Background: an optimization exercise with open tools, aiming at small area. Do not read the settings as production practice. Function was checked by simulation only, so behaviour that the tests miss may differ from the original. No activity file was given, so power comes from the tool's default toggle rates.

--- flow/flow/run.sh ---
#!/bin/bash
# Own layout flow: the standard layout (standard.sh), except that the final
# ABC technology mapping in synthesis uses flow/abc.script (area-only mapping,
# no delay-driven buffering/upsizing) instead of ORFS's abc_area.script,
# and the two make settings below.
# Everything else (registers, flattening, renaming, floorplan to finish) is
# the standard flow. Each tool's output goes to a log file in the work folder.
set -euo pipefail
W=$(pwd)
F=$W/flow
# Synthesis script: the standard flow's own, with the abc command redirected to our script.
{
  printf 'proc abc {args} {\n'
  printf '  set i [lsearch -exact $args -script]\n'
  printf '  if {$i >= 0} { set args [lreplace $args [expr {$i + 1}] [expr {$i + 1}] %s] }\n' "$F/abc.script"
  printf '  yosys abc {*}$args\n'
  printf '}\n'
  # the coarse synth pass skips its quick abc run: the design is already an
  # optimised gate network, and the one abc call below maps it
  sed -e 's/yosys synth -nofsm -noshare /yosys synth -nofsm -noshare -noabc /' "$W/synth_recipe.tcl"
} > "$W/own_synth.tcl"
# Also: no adder extraction (it turns plain XOR/AND logic into half-adder
# cells), port buffers of the smallest buffer cell, and a clock tree of
# clkbuf_2 cells without dummy loads (9 flip-flops only).
CTS='-sink_clustering_enable -repair_clock_nets -root_buf sky130_fd_sc_hd__clkbuf_2 -tree_buf sky130_fd_sc_hd__clkbuf_2 -buf_list sky130_fd_sc_hd__clkbuf_2 -dont_use_dummy_load'
sed -e "s#SYNTH_SCRIPT=[^ ]*#SYNTH_SCRIPT=$W/own_synth.tcl ADDER_MAP_FILE= 'BUFFER_PORTS_ARGS=-buffer_cell sky130_fd_sc_hd__buf_1' 'CTS_ARGS=$CTS'#" \
  "$W/standard.sh" > "$W/own_standard.sh"
grep -q "SYNTH_SCRIPT=$W/own_synth.tcl" "$W/own_standard.sh"
grep -q -- "-noshare -noabc" "$W/own_synth.tcl"
bash "$W/own_standard.sh" finish > "$W/own_flow_make.log" 2>&1
test -f "$W/out/final.def"
--- flow/flow/abc.script ---
strash
dch
amap
--- flow/standard.sh ---
#!/bin/bash
# synth_recipe.tcl (not shown) runs the flow's synth.tcl, then flattens the netlist and writes it again
# the make line also repeats each setting of config.mk as NAME=value (left out here)
make -C /OpenROAD-flow-scripts/flow DESIGN_CONFIG=/design/flow/config.mk WORK_HOME=/design/flow/orfs CLKGATE_MAP_FILE= SYNTH_SCRIPT=/design/flow/synth_recipe.tcl "${@:-finish}"
--- flow/config.mk ---
export PLATFORM = sky130hd
export DESIGN_NAME = LIT
export DESIGN_NICKNAME = LIT
export VERILOG_FILES = /design/flow/design.v
export SDC_FILE = /design/flow/constraint.sdc
export NUM_CORES = 4
export LEC_CHECK = 0
export CAP_MARGIN = 20
export CORE_MARGIN = 2
export CORE_UTILIZATION = 40
export GPL_TIMING_DRIVEN = 0
export SLEW_MARGIN = 20
--- flow/constraint.sdc ---
create_clock -name core_clock -period 11.0 [get_ports {clk}]
set_input_delay 2.2000 -clock core_clock [delete_from_list [all_inputs] [get_ports {clk}]]
set_output_delay 2.2000 -clock core_clock [all_outputs]
set_load 0.01 [all_outputs]
--- flow/design.v ---
module LIT
#(
parameter LIT_IN = 9,
parameter LIT_OUT = 16
)
(
input [LIT_IN - 1 : 0] LIT_in,
input clk,
input rst,
output [LIT_OUT - 1: 0] LIT_out
);
reg [8:0] x_r;
always@(posedge clk or posedge rst)begin
    if(rst) x_r <= 9'd0;
    else x_r <= LIT_in;
end
  wire new_n26, new_n27, new_n28, new_n29, new_n30, new_n31, new_n32,
    new_n33, new_n34, new_n35, new_n37, new_n38, new_n39, new_n40, new_n41,
    new_n42, new_n43, new_n44, new_n46, new_n47, new_n48, new_n49, new_n50,
    new_n51, new_n52, new_n53, new_n55, new_n56, new_n57, new_n58, new_n59,
    new_n60, new_n61, new_n62, new_n63, new_n64, new_n65, new_n66, new_n67,
    new_n68, new_n69, new_n70, new_n71, new_n72, new_n73, new_n74, new_n75,
    new_n76, new_n77, new_n78, new_n79, new_n80, new_n81, new_n82, new_n83,
    new_n84, new_n85, new_n86, new_n87, new_n88, new_n89, new_n90, new_n91,
    new_n92, new_n93, new_n94, new_n95, new_n96, new_n97, new_n98, new_n99,
    new_n100, new_n101, new_n102, new_n103, new_n104, new_n105, new_n106,
    new_n107, new_n108, new_n109, new_n110, new_n111, new_n112, new_n113,
    new_n114, new_n115, new_n116, new_n118, new_n119, new_n120, new_n121,
    new_n122, new_n123, new_n124, new_n125, new_n126, new_n127, new_n128,
    new_n129, new_n130, new_n131, new_n132, new_n133, new_n134, new_n135,
    new_n136, new_n137, new_n138, new_n139, new_n140, new_n141, new_n142,
    new_n143, new_n144, new_n145, new_n146, new_n147, new_n148, new_n149,
    new_n150, new_n151, new_n152, new_n153, new_n154, new_n155, new_n156,
    new_n157, new_n159, new_n160, new_n161, new_n162, new_n163, new_n164,
    new_n165, new_n166, new_n167, new_n168, new_n169, new_n170, new_n171,
    new_n172, new_n173, new_n174, new_n175, new_n176, new_n177, new_n178,
    new_n179, new_n180, new_n181, new_n182, new_n183, new_n184, new_n185,
    new_n186, new_n187, new_n188, new_n189, new_n190, new_n191, new_n192,
    new_n193, new_n194, new_n195, new_n196, new_n197, new_n198, new_n199,
    new_n200, new_n201, new_n202, new_n203, new_n204, new_n205, new_n206,
    new_n207, new_n208, new_n209, new_n210, new_n211, new_n212, new_n213,
    new_n214, new_n215, new_n217, new_n218, new_n219, new_n220, new_n221,
    new_n222, new_n223, new_n224, new_n225, new_n226, new_n227, new_n228,
    new_n229, new_n230, new_n231, new_n232, new_n233, new_n234, new_n235,
    new_n237, new_n238, new_n239, new_n240, new_n241, new_n242, new_n243,
    new_n244, new_n245, new_n246, new_n247, new_n248, new_n249, new_n250,
    new_n251, new_n252, new_n253, new_n254, new_n255, new_n256, new_n257,
    new_n258, new_n259, new_n260, new_n261, new_n262, new_n263, new_n264,
    new_n265, new_n266, new_n267, new_n268, new_n269, new_n270, new_n271,
    new_n273, new_n274, new_n275, new_n276, new_n277, new_n278, new_n279,
    new_n280, new_n281, new_n282, new_n283, new_n284, new_n285, new_n286,
    new_n287, new_n288, new_n289, new_n290, new_n291, new_n292, new_n293,
    new_n294, new_n295, new_n296, new_n297, new_n299, new_n300, new_n301,
    new_n302, new_n303, new_n304, new_n305, new_n306, new_n307, new_n308,
    new_n309, new_n310, new_n311, new_n312, new_n313, new_n314, new_n315,
    new_n316, new_n317, new_n318, new_n319, new_n320, new_n321, new_n322,
    new_n323, new_n324, new_n325, new_n326, new_n327, new_n328, new_n330,
    new_n331, new_n332, new_n333, new_n334, new_n335, new_n336, new_n337,
    new_n338, new_n339, new_n340, new_n341, new_n342, new_n343, new_n344,
    new_n345, new_n346, new_n347, new_n348, new_n349, new_n350, new_n351,
    new_n352, new_n353, new_n354, new_n355, new_n356, new_n357, new_n358,
    new_n359, new_n360, new_n361, new_n362, new_n363, new_n364, new_n365,
    new_n367, new_n368, new_n369, new_n370, new_n371, new_n372, new_n373,
    new_n374, new_n375, new_n376, new_n377, new_n378, new_n379, new_n380,
    new_n381, new_n382, new_n383, new_n384, new_n385, new_n386, new_n387,
    new_n388, new_n389, new_n390, new_n391, new_n392, new_n393, new_n394,
    new_n395, new_n396, new_n397, new_n398, new_n400, new_n401, new_n402,
    new_n403, new_n404, new_n405, new_n406, new_n407, new_n408, new_n409,
    new_n410, new_n411, new_n412, new_n413, new_n414, new_n415, new_n416,
    new_n417, new_n418, new_n419, new_n420, new_n421, new_n422, new_n424,
    new_n425, new_n426, new_n427, new_n428, new_n429, new_n430, new_n431,
    new_n432, new_n433, new_n434, new_n435, new_n436, new_n437, new_n438,
    new_n439, new_n440, new_n441, new_n442, new_n443, new_n444, new_n446,
    new_n447, new_n448, new_n449, new_n450, new_n451, new_n452, new_n453,
    new_n454, new_n455, new_n456, new_n457, new_n458, new_n459, new_n460,
    new_n461, new_n462, new_n463, new_n464, new_n465, new_n466, new_n468,
    new_n469, new_n470, new_n471, new_n472, new_n473, new_n474, new_n475,
    new_n476, new_n477, new_n478, new_n479, new_n480, new_n481, new_n482,
    new_n483;
  assign new_n26 = x_r[5] & x_r[4];
  assign new_n27 = x_r[5] & ~x_r[4];
  assign new_n28 = x_r[3] & new_n27;
  assign new_n29 = ~x_r[2] & ~x_r[0];
  assign new_n30 = ~x_r[2] & ~x_r[1];
  assign new_n31 = ~new_n29 & ~new_n30;
  assign new_n32 = new_n28 & new_n31;
  assign new_n33 = ~new_n26 & ~new_n32;
  assign new_n34 = x_r[7] & x_r[6];
  assign new_n35 = ~new_n33 & new_n34;
  assign LIT_out[15] = x_r[8] | new_n35;
  assign new_n37 = x_r[4] & x_r[2];
  assign new_n38 = ~x_r[5] & x_r[1];
  assign new_n39 = new_n37 & new_n38;
  assign new_n40 = x_r[4] & x_r[3];
  assign new_n41 = ~new_n39 & ~new_n40;
  assign new_n42 = new_n27 & ~new_n32;
  assign new_n43 = new_n41 & ~new_n42;
  assign new_n44 = new_n34 & ~new_n43;
  assign LIT_out[14] = x_r[8] | new_n44;
  assign new_n46 = x_r[5] & x_r[2];
  assign new_n47 = ~new_n41 & ~new_n46;
  assign new_n48 = x_r[5] & ~x_r[1];
  assign new_n49 = ~x_r[3] & ~x_r[2];
  assign new_n50 = new_n48 & new_n49;
  assign new_n51 = ~new_n32 & ~new_n50;
  assign new_n52 = ~new_n47 & new_n51;
  assign new_n53 = new_n34 & new_n52;
  assign LIT_out[13] = x_r[8] | new_n53;
  assign new_n55 = x_r[1] & ~x_r[0];
  assign new_n56 = x_r[6] & x_r[3];
  assign new_n57 = new_n55 & ~new_n56;
  assign new_n58 = ~new_n30 & new_n40;
  assign new_n59 = ~new_n57 & new_n58;
  assign new_n60 = x_r[2] & ~x_r[0];
  assign new_n61 = ~x_r[2] & x_r[0];
  assign new_n62 = ~new_n60 & ~new_n61;
  assign new_n63 = x_r[6] & ~x_r[5];
  assign new_n64 = ~new_n62 & new_n63;
  assign new_n65 = ~new_n59 & ~new_n64;
  assign new_n66 = x_r[5] & ~x_r[2];
  assign new_n67 = x_r[3] & ~new_n66;
  assign new_n68 = x_r[4] & ~x_r[2];
  assign new_n69 = x_r[4] & ~x_r[1];
  assign new_n70 = ~new_n68 & ~new_n69;
  assign new_n71 = ~new_n67 & ~new_n70;
  assign new_n72 = ~new_n65 & new_n71;
  assign new_n73 = x_r[6] & ~x_r[3];
  assign new_n74 = ~new_n55 & ~new_n73;
  assign new_n75 = ~new_n57 & new_n66;
  assign new_n76 = ~new_n74 & new_n75;
  assign new_n77 = ~x_r[4] & ~new_n76;
  assign new_n78 = x_r[3] & x_r[2];
  assign new_n79 = x_r[0] & ~new_n56;
  assign new_n80 = ~new_n78 & ~new_n79;
  assign new_n81 = ~x_r[6] & x_r[5];
  assign new_n82 = new_n80 & new_n81;
  assign new_n83 = ~x_r[1] & x_r[0];
  assign new_n84 = new_n73 & new_n83;
  assign new_n85 = x_r[4] & ~new_n84;
  assign new_n86 = ~new_n82 & new_n85;
  assign new_n87 = ~new_n77 & ~new_n86;
  assign new_n88 = ~new_n72 & ~new_n87;
  assign new_n89 = ~x_r[6] & ~new_n33;
  assign new_n90 = x_r[3] & x_r[0];
  assign new_n91 = x_r[2] & ~x_r[1];
  assign new_n92 = ~new_n90 & new_n91;
  assign new_n93 = x_r[4] & new_n90;
  assign new_n94 = ~x_r[2] & new_n93;
  assign new_n95 = x_r[6] & ~new_n94;
  assign new_n96 = ~new_n92 & new_n95;
  assign new_n97 = ~new_n55 & ~new_n83;
  assign new_n98 = new_n46 & ~new_n97;
  assign new_n99 = x_r[2] & ~new_n98;
  assign new_n100 = ~x_r[4] & ~x_r[1];
  assign new_n101 = new_n66 & new_n100;
  assign new_n102 = x_r[4] & ~x_r[3];
  assign new_n103 = ~x_r[2] & x_r[1];
  assign new_n104 = x_r[5] & new_n103;
  assign new_n105 = new_n102 & ~new_n104;
  assign new_n106 = ~new_n101 & ~new_n105;
  assign new_n107 = ~new_n99 & new_n106;
  assign new_n108 = new_n96 & ~new_n107;
  assign new_n109 = ~new_n89 & ~new_n108;
  assign new_n110 = ~x_r[5] & ~x_r[3];
  assign new_n111 = x_r[2] & new_n110;
  assign new_n112 = ~new_n109 & ~new_n111;
  assign new_n113 = new_n88 & ~new_n112;
  assign new_n114 = new_n49 & new_n109;
  assign new_n115 = ~new_n113 & ~new_n114;
  assign new_n116 = x_r[7] & new_n115;
  assign LIT_out[12] = x_r[8] | new_n116;
  assign new_n118 = x_r[1] & x_r[0];
  assign new_n119 = ~x_r[6] & new_n102;
  assign new_n120 = new_n118 & new_n119;
  assign new_n121 = ~x_r[4] & x_r[2];
  assign new_n122 = ~new_n68 & ~new_n121;
  assign new_n123 = ~x_r[4] & ~x_r[0];
  assign new_n124 = new_n46 & new_n123;
  assign new_n125 = new_n73 & ~new_n124;
  assign new_n126 = ~new_n122 & new_n125;
  assign new_n127 = ~new_n120 & ~new_n126;
  assign new_n128 = x_r[2] & ~new_n127;
  assign new_n129 = ~new_n91 & ~new_n103;
  assign new_n130 = ~x_r[6] & x_r[0];
  assign new_n131 = x_r[3] & ~new_n123;
  assign new_n132 = ~new_n130 & new_n131;
  assign new_n133 = ~new_n129 & new_n132;
  assign new_n134 = ~x_r[3] & ~x_r[0];
  assign new_n135 = x_r[6] & ~new_n121;
  assign new_n136 = new_n134 & new_n135;
  assign new_n137 = x_r[5] & ~new_n136;
  assign new_n138 = ~new_n133 & new_n137;
  assign new_n139 = ~new_n128 & new_n138;
  assign new_n140 = new_n43 & ~new_n96;
  assign new_n141 = new_n139 & new_n140;
  assign new_n142 = ~x_r[5] & x_r[3];
  assign new_n143 = new_n92 & new_n142;
  assign new_n144 = new_n37 & new_n41;
  assign new_n145 = ~x_r[4] & ~x_r[2];
  assign new_n146 = x_r[3] & new_n145;
  assign new_n147 = x_r[5] & ~new_n55;
  assign new_n148 = new_n146 & ~new_n147;
  assign new_n149 = ~new_n50 & ~new_n98;
  assign new_n150 = ~new_n148 & new_n149;
  assign new_n151 = ~new_n144 & new_n150;
  assign new_n152 = ~new_n143 & new_n151;
  assign new_n153 = new_n38 & new_n68;
  assign new_n154 = new_n95 & ~new_n153;
  assign new_n155 = new_n152 & new_n154;
  assign new_n156 = ~x_r[8] & ~x_r[7];
  assign new_n157 = ~new_n155 & ~new_n156;
  assign LIT_out[11] = ~new_n141 & new_n157;
  assign new_n159 = ~x_r[1] & new_n90;
  assign new_n160 = ~x_r[6] & x_r[2];
  assign new_n161 = ~x_r[1] & new_n134;
  assign new_n162 = new_n160 & new_n161;
  assign new_n163 = ~new_n60 & new_n69;
  assign new_n164 = ~x_r[6] & ~x_r[3];
  assign new_n165 = x_r[6] & ~x_r[0];
  assign new_n166 = ~new_n164 & ~new_n165;
  assign new_n167 = new_n163 & new_n166;
  assign new_n168 = x_r[6] & x_r[1];
  assign new_n169 = new_n145 & new_n168;
  assign new_n170 = ~new_n120 & ~new_n169;
  assign new_n171 = ~new_n167 & new_n170;
  assign new_n172 = x_r[1] & ~new_n102;
  assign new_n173 = ~x_r[3] & ~x_r[1];
  assign new_n174 = ~new_n68 & new_n165;
  assign new_n175 = ~new_n173 & new_n174;
  assign new_n176 = ~new_n172 & new_n175;
  assign new_n177 = ~x_r[6] & x_r[1];
  assign new_n178 = x_r[6] & ~x_r[1];
  assign new_n179 = ~new_n123 & new_n178;
  assign new_n180 = ~new_n177 & ~new_n179;
  assign new_n181 = new_n49 & ~new_n180;
  assign new_n182 = new_n118 & new_n160;
  assign new_n183 = ~new_n118 & ~new_n160;
  assign new_n184 = ~x_r[4] & ~new_n183;
  assign new_n185 = ~new_n182 & new_n184;
  assign new_n186 = ~new_n181 & ~new_n185;
  assign new_n187 = ~new_n176 & new_n186;
  assign new_n188 = new_n171 & new_n187;
  assign new_n189 = ~new_n162 & new_n188;
  assign new_n190 = new_n56 & new_n121;
  assign new_n191 = x_r[4] & new_n142;
  assign new_n192 = x_r[3] & ~x_r[2];
  assign new_n193 = ~new_n46 & ~new_n192;
  assign new_n194 = x_r[6] & x_r[4];
  assign new_n195 = ~new_n193 & new_n194;
  assign new_n196 = ~new_n191 & ~new_n195;
  assign new_n197 = ~new_n56 & ~new_n196;
  assign new_n198 = ~new_n190 & ~new_n197;
  assign new_n199 = new_n189 & ~new_n198;
  assign new_n200 = ~new_n49 & new_n55;
  assign new_n201 = ~new_n164 & new_n200;
  assign new_n202 = ~new_n43 & new_n201;
  assign new_n203 = ~new_n199 & ~new_n202;
  assign new_n204 = ~new_n145 & new_n178;
  assign new_n205 = ~new_n49 & new_n168;
  assign new_n206 = ~new_n204 & ~new_n205;
  assign new_n207 = ~x_r[5] & ~new_n206;
  assign new_n208 = new_n203 & new_n207;
  assign new_n209 = ~new_n159 & new_n208;
  assign new_n210 = x_r[7] & ~new_n139;
  assign new_n211 = ~new_n209 & new_n210;
  assign new_n212 = new_n53 & new_n141;
  assign new_n213 = new_n52 & ~new_n156;
  assign new_n214 = ~x_r[6] & ~new_n213;
  assign new_n215 = ~new_n212 & ~new_n214;
  assign LIT_out[10] = ~new_n211 & new_n215;
  assign new_n217 = ~x_r[4] & x_r[1];
  assign new_n218 = new_n73 & new_n217;
  assign new_n219 = ~new_n88 & ~new_n134;
  assign new_n220 = ~new_n218 & ~new_n219;
  assign new_n221 = ~new_n83 & new_n208;
  assign new_n222 = ~new_n65 & ~new_n221;
  assign new_n223 = ~new_n130 & new_n222;
  assign new_n224 = new_n37 & ~new_n223;
  assign new_n225 = ~new_n145 & new_n165;
  assign new_n226 = ~new_n224 & ~new_n225;
  assign new_n227 = x_r[3] & ~new_n226;
  assign new_n228 = new_n220 & ~new_n227;
  assign new_n229 = x_r[7] & ~x_r[5];
  assign new_n230 = ~new_n228 & new_n229;
  assign new_n231 = x_r[7] & ~new_n189;
  assign new_n232 = x_r[5] & ~new_n231;
  assign new_n233 = new_n34 & new_n189;
  assign new_n234 = new_n222 & new_n233;
  assign new_n235 = ~new_n232 & ~new_n234;
  assign LIT_out[9] = new_n230 | ~new_n235;
  assign new_n237 = ~x_r[4] & new_n156;
  assign new_n238 = new_n81 & ~new_n152;
  assign new_n239 = x_r[5] & new_n151;
  assign new_n240 = new_n134 & ~new_n239;
  assign new_n241 = new_n48 & ~new_n92;
  assign new_n242 = x_r[6] & ~new_n241;
  assign new_n243 = ~new_n240 & new_n242;
  assign new_n244 = ~new_n238 & ~new_n243;
  assign new_n245 = new_n90 & new_n129;
  assign new_n246 = new_n77 & ~new_n245;
  assign new_n247 = ~new_n244 & new_n246;
  assign new_n248 = ~x_r[5] & new_n55;
  assign new_n249 = new_n247 & ~new_n248;
  assign new_n250 = new_n66 & new_n83;
  assign new_n251 = x_r[7] & ~new_n250;
  assign new_n252 = ~new_n249 & new_n251;
  assign new_n253 = ~new_n237 & ~new_n252;
  assign new_n254 = new_n165 & new_n222;
  assign new_n255 = ~x_r[6] & ~new_n217;
  assign new_n256 = ~new_n66 & new_n255;
  assign new_n257 = ~new_n165 & ~new_n222;
  assign new_n258 = ~new_n256 & ~new_n257;
  assign new_n259 = ~new_n254 & new_n258;
  assign new_n260 = x_r[1] & new_n259;
  assign new_n261 = ~new_n168 & ~new_n203;
  assign new_n262 = ~new_n226 & new_n261;
  assign new_n263 = ~new_n260 & ~new_n262;
  assign new_n264 = ~x_r[6] & ~new_n78;
  assign new_n265 = ~new_n115 & new_n264;
  assign new_n266 = new_n115 & ~new_n264;
  assign new_n267 = new_n62 & ~new_n266;
  assign new_n268 = ~new_n265 & new_n267;
  assign new_n269 = x_r[4] & ~new_n159;
  assign new_n270 = ~new_n268 & new_n269;
  assign new_n271 = new_n263 & new_n270;
  assign LIT_out[8] = new_n253 | new_n271;
  assign new_n273 = ~x_r[3] & new_n156;
  assign new_n274 = ~new_n160 & ~new_n173;
  assign new_n275 = new_n222 & new_n274;
  assign new_n276 = x_r[4] & ~new_n129;
  assign new_n277 = new_n142 & ~new_n276;
  assign new_n278 = ~new_n124 & ~new_n277;
  assign new_n279 = ~new_n96 & ~new_n278;
  assign new_n280 = x_r[0] & new_n49;
  assign new_n281 = ~new_n49 & ~new_n78;
  assign new_n282 = new_n123 & new_n281;
  assign new_n283 = ~x_r[6] & x_r[4];
  assign new_n284 = new_n48 & ~new_n283;
  assign new_n285 = ~new_n282 & new_n284;
  assign new_n286 = new_n280 & ~new_n285;
  assign new_n287 = ~new_n48 & ~new_n126;
  assign new_n288 = ~new_n280 & new_n285;
  assign new_n289 = ~new_n287 & ~new_n288;
  assign new_n290 = ~new_n286 & new_n289;
  assign new_n291 = x_r[7] & ~new_n290;
  assign new_n292 = ~new_n279 & new_n291;
  assign new_n293 = ~new_n275 & new_n292;
  assign new_n294 = ~new_n273 & ~new_n293;
  assign new_n295 = x_r[3] & new_n109;
  assign new_n296 = ~new_n152 & new_n295;
  assign new_n297 = ~new_n259 & new_n296;
  assign LIT_out[7] = new_n294 | new_n297;
  assign new_n299 = ~x_r[7] & ~x_r[2];
  assign new_n300 = ~new_n83 & ~new_n208;
  assign new_n301 = ~new_n147 & new_n300;
  assign new_n302 = ~x_r[2] & ~new_n255;
  assign new_n303 = new_n52 & new_n302;
  assign new_n304 = ~new_n301 & new_n303;
  assign new_n305 = x_r[4] & new_n46;
  assign new_n306 = new_n26 & ~new_n281;
  assign new_n307 = ~new_n191 & ~new_n306;
  assign new_n308 = ~x_r[0] & ~new_n199;
  assign new_n309 = ~new_n307 & ~new_n308;
  assign new_n310 = ~new_n305 & ~new_n309;
  assign new_n311 = new_n102 & new_n160;
  assign new_n312 = ~new_n26 & ~new_n256;
  assign new_n313 = ~new_n52 & new_n312;
  assign new_n314 = ~new_n311 & ~new_n313;
  assign new_n315 = ~x_r[1] & new_n314;
  assign new_n316 = ~new_n310 & new_n315;
  assign new_n317 = ~new_n220 & ~new_n247;
  assign new_n318 = ~x_r[0] & ~new_n314;
  assign new_n319 = x_r[5] & ~new_n90;
  assign new_n320 = ~x_r[5] & x_r[0];
  assign new_n321 = x_r[4] & ~new_n320;
  assign new_n322 = ~new_n319 & ~new_n321;
  assign new_n323 = new_n160 & new_n322;
  assign new_n324 = x_r[7] & ~new_n323;
  assign new_n325 = ~new_n318 & new_n324;
  assign new_n326 = ~new_n317 & new_n325;
  assign new_n327 = ~new_n316 & new_n326;
  assign new_n328 = ~new_n304 & new_n327;
  assign LIT_out[6] = ~new_n299 & ~new_n328;
  assign new_n330 = ~new_n52 & new_n199;
  assign new_n331 = ~new_n81 & ~new_n330;
  assign new_n332 = x_r[7] & ~new_n331;
  assign new_n333 = new_n72 & ~new_n332;
  assign new_n334 = ~x_r[1] & new_n189;
  assign new_n335 = x_r[1] & ~new_n188;
  assign new_n336 = ~new_n334 & ~new_n335;
  assign new_n337 = ~new_n66 & new_n134;
  assign new_n338 = new_n206 & new_n337;
  assign new_n339 = ~new_n336 & new_n338;
  assign new_n340 = new_n61 & new_n334;
  assign new_n341 = new_n29 & new_n141;
  assign new_n342 = ~x_r[5] & ~new_n90;
  assign new_n343 = ~new_n146 & ~new_n342;
  assign new_n344 = ~x_r[6] & ~new_n343;
  assign new_n345 = ~new_n27 & ~new_n68;
  assign new_n346 = new_n90 & new_n345;
  assign new_n347 = x_r[7] & ~new_n190;
  assign new_n348 = ~new_n195 & new_n347;
  assign new_n349 = ~new_n346 & new_n348;
  assign new_n350 = ~new_n344 & new_n349;
  assign new_n351 = ~new_n165 & ~new_n217;
  assign new_n352 = ~new_n55 & ~new_n351;
  assign new_n353 = ~new_n43 & new_n352;
  assign new_n354 = ~x_r[1] & ~x_r[0];
  assign new_n355 = new_n67 & new_n354;
  assign new_n356 = new_n91 & new_n320;
  assign new_n357 = ~new_n355 & ~new_n356;
  assign new_n358 = ~new_n353 & new_n357;
  assign new_n359 = new_n350 & new_n358;
  assign new_n360 = ~new_n341 & new_n359;
  assign new_n361 = ~new_n340 & new_n360;
  assign new_n362 = ~new_n339 & new_n361;
  assign new_n363 = ~new_n333 & new_n362;
  assign new_n364 = ~x_r[1] & ~new_n350;
  assign new_n365 = ~new_n332 & new_n364;
  assign LIT_out[5] = ~new_n363 & ~new_n365;
  assign new_n367 = ~new_n78 & ~new_n96;
  assign new_n368 = ~new_n199 & new_n367;
  assign new_n369 = ~new_n121 & ~new_n368;
  assign new_n370 = new_n320 & ~new_n369;
  assign new_n371 = ~x_r[0] & new_n156;
  assign new_n372 = new_n62 & new_n199;
  assign new_n373 = new_n100 & ~new_n192;
  assign new_n374 = ~new_n322 & new_n373;
  assign new_n375 = new_n159 & new_n305;
  assign new_n376 = ~x_r[3] & ~new_n118;
  assign new_n377 = ~new_n217 & ~new_n376;
  assign new_n378 = new_n66 & ~new_n377;
  assign new_n379 = ~new_n375 & ~new_n378;
  assign new_n380 = ~new_n374 & new_n379;
  assign new_n381 = ~new_n372 & new_n380;
  assign new_n382 = ~x_r[6] & ~new_n381;
  assign new_n383 = ~x_r[3] & new_n26;
  assign new_n384 = ~new_n28 & ~new_n100;
  assign new_n385 = ~new_n383 & new_n384;
  assign new_n386 = new_n155 & ~new_n385;
  assign new_n387 = ~x_r[5] & x_r[4];
  assign new_n388 = ~new_n27 & ~new_n387;
  assign new_n389 = new_n193 & new_n388;
  assign new_n390 = new_n38 & ~new_n145;
  assign new_n391 = new_n281 & new_n390;
  assign new_n392 = ~new_n28 & new_n165;
  assign new_n393 = ~new_n391 & new_n392;
  assign new_n394 = ~new_n389 & new_n393;
  assign new_n395 = x_r[7] & ~new_n394;
  assign new_n396 = ~new_n386 & new_n395;
  assign new_n397 = ~new_n382 & new_n396;
  assign new_n398 = ~new_n371 & ~new_n397;
  assign LIT_out[4] = new_n370 | new_n398;
  assign new_n400 = new_n78 & ~new_n263;
  assign new_n401 = ~x_r[6] & new_n211;
  assign new_n402 = new_n189 & new_n320;
  assign new_n403 = new_n33 & ~new_n402;
  assign new_n404 = new_n56 & ~new_n217;
  assign new_n405 = ~new_n37 & ~new_n69;
  assign new_n406 = ~new_n160 & new_n405;
  assign new_n407 = ~new_n404 & new_n406;
  assign new_n408 = ~x_r[0] & ~new_n407;
  assign new_n409 = new_n46 & new_n407;
  assign new_n410 = ~new_n280 & ~new_n409;
  assign new_n411 = ~new_n408 & new_n410;
  assign new_n412 = new_n403 & new_n411;
  assign new_n413 = ~new_n401 & new_n412;
  assign new_n414 = new_n73 & new_n309;
  assign new_n415 = ~new_n52 & ~new_n80;
  assign new_n416 = ~new_n341 & ~new_n415;
  assign new_n417 = ~new_n159 & ~new_n416;
  assign new_n418 = ~new_n414 & ~new_n417;
  assign new_n419 = ~new_n413 & new_n418;
  assign new_n420 = ~new_n400 & new_n419;
  assign new_n421 = new_n177 & new_n403;
  assign new_n422 = ~new_n156 & ~new_n421;
  assign LIT_out[3] = ~new_n420 & new_n422;
  assign new_n424 = new_n93 & new_n211;
  assign new_n425 = ~new_n101 & ~new_n204;
  assign new_n426 = ~new_n205 & ~new_n247;
  assign new_n427 = new_n425 & ~new_n426;
  assign new_n428 = ~new_n247 & ~new_n425;
  assign new_n429 = new_n37 & ~new_n118;
  assign new_n430 = new_n130 & new_n406;
  assign new_n431 = ~new_n429 & ~new_n430;
  assign new_n432 = ~new_n428 & new_n431;
  assign new_n433 = ~new_n427 & new_n432;
  assign new_n434 = x_r[5] & new_n189;
  assign new_n435 = new_n55 & new_n434;
  assign new_n436 = x_r[4] & ~new_n434;
  assign new_n437 = ~new_n83 & ~new_n436;
  assign new_n438 = ~new_n435 & new_n437;
  assign new_n439 = x_r[3] & ~new_n438;
  assign new_n440 = ~new_n320 & ~new_n439;
  assign new_n441 = ~new_n433 & new_n440;
  assign new_n442 = ~x_r[5] & ~new_n96;
  assign new_n443 = x_r[7] & ~new_n442;
  assign new_n444 = ~new_n441 & new_n443;
  assign LIT_out[2] = new_n424 | new_n444;
  assign new_n446 = new_n56 & ~new_n113;
  assign new_n447 = new_n26 & ~new_n55;
  assign new_n448 = ~new_n113 & ~new_n447;
  assign new_n449 = ~new_n40 & ~new_n49;
  assign new_n450 = new_n178 & ~new_n449;
  assign new_n451 = ~new_n205 & ~new_n450;
  assign new_n452 = ~new_n448 & new_n451;
  assign new_n453 = ~new_n446 & ~new_n452;
  assign new_n454 = new_n300 & new_n453;
  assign new_n455 = new_n113 & new_n376;
  assign new_n456 = new_n208 & new_n455;
  assign new_n457 = ~new_n56 & ~new_n164;
  assign new_n458 = x_r[1] & ~new_n457;
  assign new_n459 = new_n309 & ~new_n458;
  assign new_n460 = new_n146 & ~new_n165;
  assign new_n461 = new_n130 & new_n281;
  assign new_n462 = ~new_n460 & ~new_n461;
  assign new_n463 = new_n48 & ~new_n462;
  assign new_n464 = ~new_n459 & ~new_n463;
  assign new_n465 = ~new_n456 & new_n464;
  assign new_n466 = ~new_n454 & new_n465;
  assign LIT_out[1] = x_r[7] & ~new_n466;
  assign new_n468 = ~x_r[1] & new_n293;
  assign new_n469 = new_n46 & new_n159;
  assign new_n470 = ~new_n161 & ~new_n469;
  assign new_n471 = ~new_n468 & new_n470;
  assign new_n472 = ~new_n222 & new_n291;
  assign new_n473 = new_n228 & new_n472;
  assign new_n474 = ~new_n471 & ~new_n473;
  assign new_n475 = ~new_n160 & new_n300;
  assign new_n476 = ~x_r[5] & ~new_n56;
  assign new_n477 = ~x_r[4] & ~new_n476;
  assign new_n478 = ~new_n475 & new_n477;
  assign new_n479 = ~new_n72 & ~new_n478;
  assign new_n480 = new_n152 & ~new_n479;
  assign new_n481 = ~new_n87 & new_n203;
  assign new_n482 = ~new_n480 & new_n481;
  assign new_n483 = ~new_n474 & new_n482;
  assign LIT_out[0] = ~new_n156 & ~new_n483;
endmodule
==> out/metrics.json <==
{
  "holdBufCountCts": {"value": 0},
  "cts-root-buf": {"value": "clkbuf_2"},
  "die_x": {"value": 69.2, "unit": "um"},
  "yosys.area_share.xor_xnor": {"value": 0},
  "worst_ep_required_time": {"value": 8.80, "unit": "ns"},
  "ys_ff_latch": {"value": 9},
  "postCtsResizedCells": {"value": 0},
  "finish.cell_count_without_fillers": {"value": 379},
  "cell_count_after_synthesis": {"value": 300},
  "grt_setup_unrepaired": {"value": "no"},
  "yosysTopAreaCellShare": {"value": 0.188},
  "cts_htree_levels": {"value": 1},
  "postSynthNetCount": {"value": 311},
  "routabilityCongestion": {"value": 1.08},
  "synthDominantAreaCellType": {"value": "nor2_1"},
  "drive_gt1_frac": {"value": 0.00912},
  "yosys.cell_count.top_type": {"value": "nor2_1"},
  "post_synth_fa_ha_maj_area_fraction": {"value": 0},
  "largest_family_of_logic_cells_by_synthesized_area": {"value": "compound AO/OA/AOI/OAI gates"},
  "wl_per_cell": {"value": 21.6, "unit": "um"},
  "synth.top_cells.by_count": {"value": "85 x nor2_1, 43 x clkinv_1, 29 x o21ai_0"},
  "synth_compound_area_frac": {"value": 0.425},
  "max_stage_delay": {"value": 0.79, "unit": "ns"},
  "grt_antenna_before_repair": {"value": 0},
  "ys_types": {"value": 38},
  "async_flop_share": {"value": 1.00},
  "synth-simple-area-share": {"value": 0.348},
  "grt_first_pass_wirelength": {"value": 12.6, "unit": "mm"},
  "buffer_ports.inserted": {"value": 26},
  "largest_register": {"value": "x_r"},
  "final-setup-viol-count": {"value": 0},
  "switchingPower": {"value": 0.0784, "unit": "mW"},
  "combinationalPowerShare": {"value": 0.604},
  "setup.worst_path.end_class": {"value": "primary output"},
  "final_max_slew_viol_count": {"value": 0},
  "maximum_clock_insertion_buffer_count": {"value": 2},
  "fp.dieArea": {"value": 4790, "unit": "um2"},
  "tns": {"value": 0, "unit": "ns"},
  "globalRouteTotalUtil": {"value": 0.330},
  "rows": {"value": 23},
  "worst_pin_slew": {"value": 1.09, "unit": "ns"},
  "cts.clk_slew.worst_paths": {"value": 0.07, "unit": "ns"},
  "detail_route.first_pass.iterations": {"value": 7},
  "wl": {"value": 8.20, "unit": "mm"},
  "number_of_sinks_driven_by_the_clock_tree": {"value": 9},
  "gr-total-overflow": {"value": 0},
  "clock_tree_from_tritoncts": {"value": "built"},
  "avgViaCountPerCell": {"value": 7.08},
  "syn_area": {"value": 1700, "unit": "um2"},
  "static-leakage-power": {"value": 0.621, "unit": "nW"},
  "ir_worst_vdd": {"value": 51.9, "unit": "uV"},
  "post_synth_mux_area_share": {"value": 0},
  "nNetsFinal": {"value": 342},
  "synthToLayoutAreaGrowth": {"value": 10.3, "unit": "%"},
  "clock.fmax": {"value": 117, "unit": "MHz"},
  "power.share.switching": {"value": 0.533},
  "power.density_cell_area": {"value": 78.4, "unit": "nW/um2"},
  "starting_density_of_the_core": {"value": 0.419},
  "layout_min_cycle_time": {"value": 8.54, "unit": "ns"},
  "crit_path_max_fanout": {"value": 17},
  "ioPinCount": {"value": 27},
  "ys.flop_type": {"value": "dfrtp_1"},
  "num_antenna_cells": {"value": 0},
  "timing.hold.worst.class": {"value": "in2async"},
  "run_status": {"value": "finished clean"},
  "slowest_stage": {"value": "dfrtp_1"},
  "dpl-instance-area": {"value": 1860, "unit": "um2"},
  "cts_post_setup_buffers_inserted": {"value": 0},
  "portion_of_total_power_attributed_to_sequential_cells": {"value": 0.283},
  "via_count": {"value": 2685},
  "hpwlAfterDp": {"value": 6.17, "unit": "mm"},
  "reg_top3": {"value": "x_r x9"},
  "grt_start_max_net_pins": {"value": 20},
  "power.internal": {"value": 0.0686, "unit": "mW"},
  "cp_data_arrival_time": {"value": 6.34, "unit": "ns"},
  "synthTopCellsByArea": {"value": "nor2_1 19%, dfrtp_1 13%, clkinv_1 9.5%"},
  "grt_pass1_vias": {"value": 2423},
  "criticalPathCategory": {"value": "reg2out"},
  "synthesis.area_per_instance": {"value": 5.66, "unit": "um2"},
  "drcViolationCount": {"value": 0},
  "path_cells": {"value": "clkinv_1, nor2_1, clkinv_1, nor4_1, a31oi_1, o21ai_0, nor4_1, o21ai_0, o21bai_1, o41ai_1, or3_1, o21ai_0, clkinv_1, a221oi_1, a21oi_1, nor2_1, o221a_1, buf_1"},
  "synth_warnings": {"value": 1},
  "fin_crit_sh": {"value": 0.776},
  "cts_buffers": {"value": 3},
  "fp.dieH": {"value": 69.2, "unit": "um"},
  "hold_viol_final": {"value": 0},
  "final_cell_area": {"value": 1870, "unit": "um2"},
  "flip_flop_count_of_the_largest_register_after_layout": {"value": 9},
  "synth_edf_count": {"value": 0},
  "core_area": {"value": 4060, "unit": "um2"},
  "total_power": {"value": 0.147, "unit": "mW"},
  "proportion_of_power_drawn_by_the_clock_network": {"value": 0.113},
  "fin_worst_hold_slack": {"value": 1.84, "unit": "ns"},
  "ant_nets": {"value": 0},
  "max_slew_margin": {"value": 0.269},
  "placedCellCount": {"value": 376},
  "cp-start-kind": {"value": "flop"},
  "synth-seq-area-share": {"value": 0.133},
  "drv.max_cap_violation_count": {"value": 0},
  "drtIter0Drc": {"value": 604}
}
[placed cells by master (no fill, tap or decap), drive strengths merged, types with 2 or more instances in the layout]
master and instances:
dfrtp 9, o41ai 3, a221oi 4, nand3 3
nor4 10, a31oi 6, a21oi 17, nor3 13
o311ai 2, o21ai 29, o22ai 6, or3 2
o31ai 2, o211ai 3, clkinv 43, or2 3
a311oi 4, a22oi 2, nor2 85, o21a 5
nand2 21, buf 26, a211oi 8, o221ai 3
a2111oi 3, clkbuf 3
[worst max-delay path, delay by kind of cell, from the launching register on]
kind,cells,cell delay (ns)
buf+inv,4,1.12
simple gates,5,1.62
flops,1,0.79
compound gates,9,2.59
[kinds of logic (layout without fill, tap and decap cells)]
kind of cell | count (synthesis) | count (layout)
AOI/OAI and AO/OA | 108 | 108
buffers and inverters | 43 | 72
DFF | 9 | 9
and+or+nand+nor | 140 | 140
[per-layer routing]
layer,wire length (um),GRT usage,up-vias
met5,0,0,-
met4,682,0.216,0
met3,1400,0.100,75
met2,3230,0.481,296
met1,2890,0.419,1145
li1,-,-,1169
[through the flow]
step	utilization	worst slack, ns
after floorplan	-	4.86
after global placement	0.458	2.81
after detailed placement	0.458	3.15
after CTS	0.462	2.85
after global routing	0.462	2.20
final	0.462	2.46
[power by group through the flow]
stage	clock network [mW]	registers [mW]	logic, mW
floorplan	0	0.0391	0.0578
global placement	0	0.0420	0.0864
detailed placement	0	0.0416	0.0839
CTS	0.0179	0.0410	0.0843
global route	0.0193	0.0415	0.0950
finish	0.0167	0.0416	0.0887
[layout make-up]
cell class	count	area, um2
flip-flops and latches	9	225
multi-input cells	248	1310
repair buffers	26	97.6
clock buffers	3	15.0
fillers	443	2180
inverters	43	161
well taps	50	62.6
[final timing paths]
| kind | cells past startpoint | slack [ns] | end | start |
|---|---|---|---|---|
| min | 2 | 1.84 | x_r[4]$_DFF_PP0_ | rst |
| max | 18 | 2.46 | LIT_out[3] | x_r[1]$_DFF_PP0_ |
| min in group core_clock | 1 | 2.07 | x_r[4]$_DFF_PP0_ | LIT_in[4] |
| max in group asynchronous | 2 | 8.97 | x_r[8]$_DFF_PP0_ | rst |

-- separate check: timing with driven ports --
Ports are ideal in the flow. The routed layout listed here was re-timed in OpenROAD.
Step 1 assumes that a clkbuf_16 drives the clock port and a buf_2 every other input.
Step 2 moves the port delays by t, midway between the first and last clock arrival at a register: inputs arrive t later, outputs are due t later. That takes back most of the time a late clock gives input paths.
Slacks: no drivers / after step 1 / after step 2; pairs: no drivers / after step 1.
shift t [ns]: 0.238
slack for setup (ns): 2.463 / 2.447 / 2.685
worst setup path after step 2: register to output
latest minus earliest clock arrival (ns): 0.003 / 0.003
cell pins on the clock port's net: 1
After both steps setup and hold are still met in this run. For this run, drivers alone change the setup slack by -0.016 ns; drivers and shift together by +0.222 ns.
